Context: an optimization exercise on an open-source flow, tuned for a short achievable clock period. The choices shown serve that exercise and are no tape-out recipe.
Power and IR drop assume default switching activity.

Setup of pepper:
// new_component
module new_component (
		input  wire [7:0]  	s0_address,     
		input  wire        	s0_read,        
		output reg  [31:0] 	s0_readdata,    
		input  wire        	s0_write,       
		input  wire [31:0] 	s0_writedata,   
		input  wire        	clk,          	 
		input  wire        	reset,			 
		output wire	[7:0]		led				 
	);
	reg [31:0] count;
	reg [31:0] duty;
	reg [31:0] period;
	reg        wrap;	 
	reg  [7:0] le;		 
	wire [31:0] wd  = s0_writedata;
	wire        hi0 = s0_address[7:2] == 6'd0;
	wire        wr0 = s0_write && hi0 && s0_address[1:0] == 2'd0;
	wire        wr1 = s0_write && hi0 && s0_address[1:0] == 2'd1;
	wire        wr2 = s0_write && hi0 && s0_address[1:0] == 2'd2;
	function [2:0] cmp;
		input [31:0] a;
		input [31:0] b;
		reg   [31:0] g;
		reg   [31:0] l;
		reg   [31:0] m;
		reg   [31:0] o;
		integer      w;
		integer      i;
		begin
			g = a & ~b;
			l = ~a & b;
			m = l;
			o = g;
  ...
clock: 3.2 ns
lec_check: 0
cap_margin: 20
core_margin: 2
core_utilization: 40
setup_slack_margin: 1.6
slew_margin: 20
tns_end_percent: 10
standard.sh (not shown) runs the stock make flow with config.mk's settings and CLKGATE_MAP_FILE= SYNTH_SCRIPT=/design/flow/synth_recipe.tcl, a recipe that flattens the netlist after the stock synthesis.
==> flow/flow/run.sh <==
#!/bin/bash
# Own flow: the standard layout (standard.sh), with the synthesis script swapped for
# flow/my_synth.tcl (standard synthesis with a different ABC mapping script).
set -euo pipefail
W=$PWD
export FLOW_SYNTH_TCL=$W/synth_recipe.tcl
export ABC_SCRIPT_OVERRIDE=$W/flow/abc.script
sed "s|SYNTH_SCRIPT=[^ ]*|SYNTH_SCRIPT=$W/flow/my_synth.tcl|" standard.sh > my_standard.sh
grep -q "SYNTH_SCRIPT=$W/flow/my_synth.tcl" my_standard.sh
bash my_standard.sh finish > $W/make_finish.log 2>&1
==> flow/flow/abc.script <==
strash
dch
map
buffer -c
topo
stime -c
upsize -c
dnsize -c
==> flow/flow/my_synth.tcl <==
# The standard synthesis (synth_recipe.tcl), with two changes to the mapping of the logic
# between the registers: Yosys's adder extraction is skipped, so ABC sees every gate, and the
# final ABC run uses the script in ABC_SCRIPT_OVERRIDE. Registers are mapped as in the
# standard synthesis.
proc extract_fa {args} { puts "extract_fa skipped" }
proc abc {args} {
  set i [lsearch -exact $args -script]
  if { $i >= 0 } { lset args [expr { $i + 1 }] $::env(ABC_SCRIPT_OVERRIDE) }
  yosys abc {*}$args
}
source $::env(FLOW_SYNTH_TCL)
pepper: flow completed, timing, DRC and antenna clean
The inputs of garnet differ from those of pepper as listed below.
==> flow/run.sh (new file) <==
#!/bin/bash
# synth_recipe.tcl (not shown) runs the flow's synth.tcl, then flattens the netlist and writes it again
# the make line also repeats each setting of config.mk as NAME=value (left out here)
make -C /OpenROAD-flow-scripts/flow DESIGN_CONFIG=/design/flow/config.mk WORK_HOME=/design/flow/orfs CLKGATE_MAP_FILE= SYNTH_SCRIPT=/design/flow/synth_recipe.tcl finish
removed: flow/flow/run.sh
removed: flow/flow/abc.script
removed: flow/flow/my_synth.tcl
removed: flow/standard.sh
--- outcome ---
- What garnet reported for number of instances in the synthesized netlist has to be multiplied by 1.05 to get the figure for pepper.
- Post-place instance area went up by more than 10% going from pepper to garnet.
- Diff garnet and pepper: power share of the clock group lower in pepper
- Routed length on met3 was lower in pepper than in garnet.
- For the post-detailed-routing wire length, garnet came in 400 um lower than pepper did.
- On wire length on met2, the higher figure sits with pepper, not garnet.
- Diff pepper -> garnet: combinational share of power up 0.5 points, insertion delay to the later sink of the worst-skew pair flat, post-CTS repair timing setup buffer count down 5.
The following lists how yarrow was set up differently from garnet:
Settings: putting ABC_CLOCK_PERIOD_IN_PS at 1000 where nothing was set; swapping 1.6 for 2.2 in SETUP_SLACK_MARGIN; clearing TNS_END_PERCENT, which used to be 10.
==> flow/flow/run.sh (new file) <==
#!/bin/bash
# Own flow: the standard layout (standard.sh), with the synthesis script swapped for
# flow/my_synth.tcl (standard synthesis with a different ABC mapping script).
set -euo pipefail
W=$PWD
export FLOW_SYNTH_TCL=$W/synth_recipe.tcl
export ABC_SCRIPT_OVERRIDE=$W/flow/abc.script
sed "s|SYNTH_SCRIPT=[^ ]*|SYNTH_SCRIPT=$W/flow/my_synth.tcl|" standard.sh > my_standard.sh
grep -q "SYNTH_SCRIPT=$W/flow/my_synth.tcl" my_standard.sh
bash my_standard.sh finish > $W/make_finish.log 2>&1
==> flow/flow/abc.script (new file) <==
strash
dch
map
buffer -c
topo
stime -c
upsize -c
dnsize -c
==> flow/flow/my_synth.tcl (new file) <==
# The standard synthesis (synth_recipe.tcl), with two changes to the mapping of the logic
# between the registers: Yosys's adder extraction is skipped, so ABC sees every gate, and the
# final ABC run uses the script in ABC_SCRIPT_OVERRIDE. Registers are mapped as in the
# standard synthesis.
proc extract_fa {args} { puts "extract_fa skipped" }
proc abc {args} {
  set i [lsearch -exact $args -script]
  if { $i >= 0 } { lset args [expr { $i + 1 }] $::env(ABC_SCRIPT_OVERRIDE) }
  yosys abc {*}$args
}
source $::env(FLOW_SYNTH_TCL)
==> flow/standard.sh (new file) <==
#!/bin/bash
# synth_recipe.tcl (not shown) runs the flow's synth.tcl, then flattens the netlist and writes it again
# the make line also repeats each setting of config.mk as NAME=value (left out here)
make -C /OpenROAD-flow-scripts/flow DESIGN_CONFIG=/design/flow/config.mk WORK_HOME=/design/flow/orfs CLKGATE_MAP_FILE= SYNTH_SCRIPT=/design/flow/synth_recipe.tcl "${@:-finish}"
removed: flow/run.sh
==> comparison <==
Fraction of the cycle the final worst path needs ends up lower on garnet. Relative to garnet, worst hold slack has decreased by 0.0052 ns in yarrow. XOR/XNOR share of the synthesized area (higher): garnet. Going from garnet to yarrow, the die area was shrunk. Delta (yarrow minus garnet): post-placement worst setup slack went up by 0.27 ns, setup slack moved down, area after synthesis down 790 um^2. The final reports for yarrow and garnet show wire length the detailed router placed on met1 higher in the former.
No functional check of the RTL was part of any run of this note.

## afterwards: timing with drivers on the ports
No port has a modelled driver above. Below, the same layouts with a new extraction and two added sets of constraints.
Step 1, drivers: a clkbuf_16 drives clk and a buf_2 each remaining input, both assumed.
Step 2 times the ports against the registers' clock, not the clock port: input delays grow and output delays shrink by t, the midpoint of the rising clock arrivals with the driver on.
a / b / c = no drivers / after step 1 / after step 2; a / b = the first two.
| run | t (ns) | setup WS [ns] | hold slack, ns | worst setup path at the end | worst data-port slew with drivers (ns) |
|---|---|---|---|---|---|
| pepper | 0.471 | 1.017 / 1.017 / 0.581 | 0.510 / 0.510 / 0.510 | input to register | 0.04 |
| garnet | 0.479 | 0.626 / 0.626 / 0.182 | 0.503 / 0.474 / 0.503 | input to register | 0.04 |
| yarrow | 0.485 | 0.594 / 0.620 / 0.134 | 0.497 / 0.497 / 0.497 | input to register | 0.07 |
After both steps every run listed still meets setup and hold. For yarrow, which loses most, drivers alone change the setup slack by +0.026 ns; drivers and shift together by -0.460 ns.
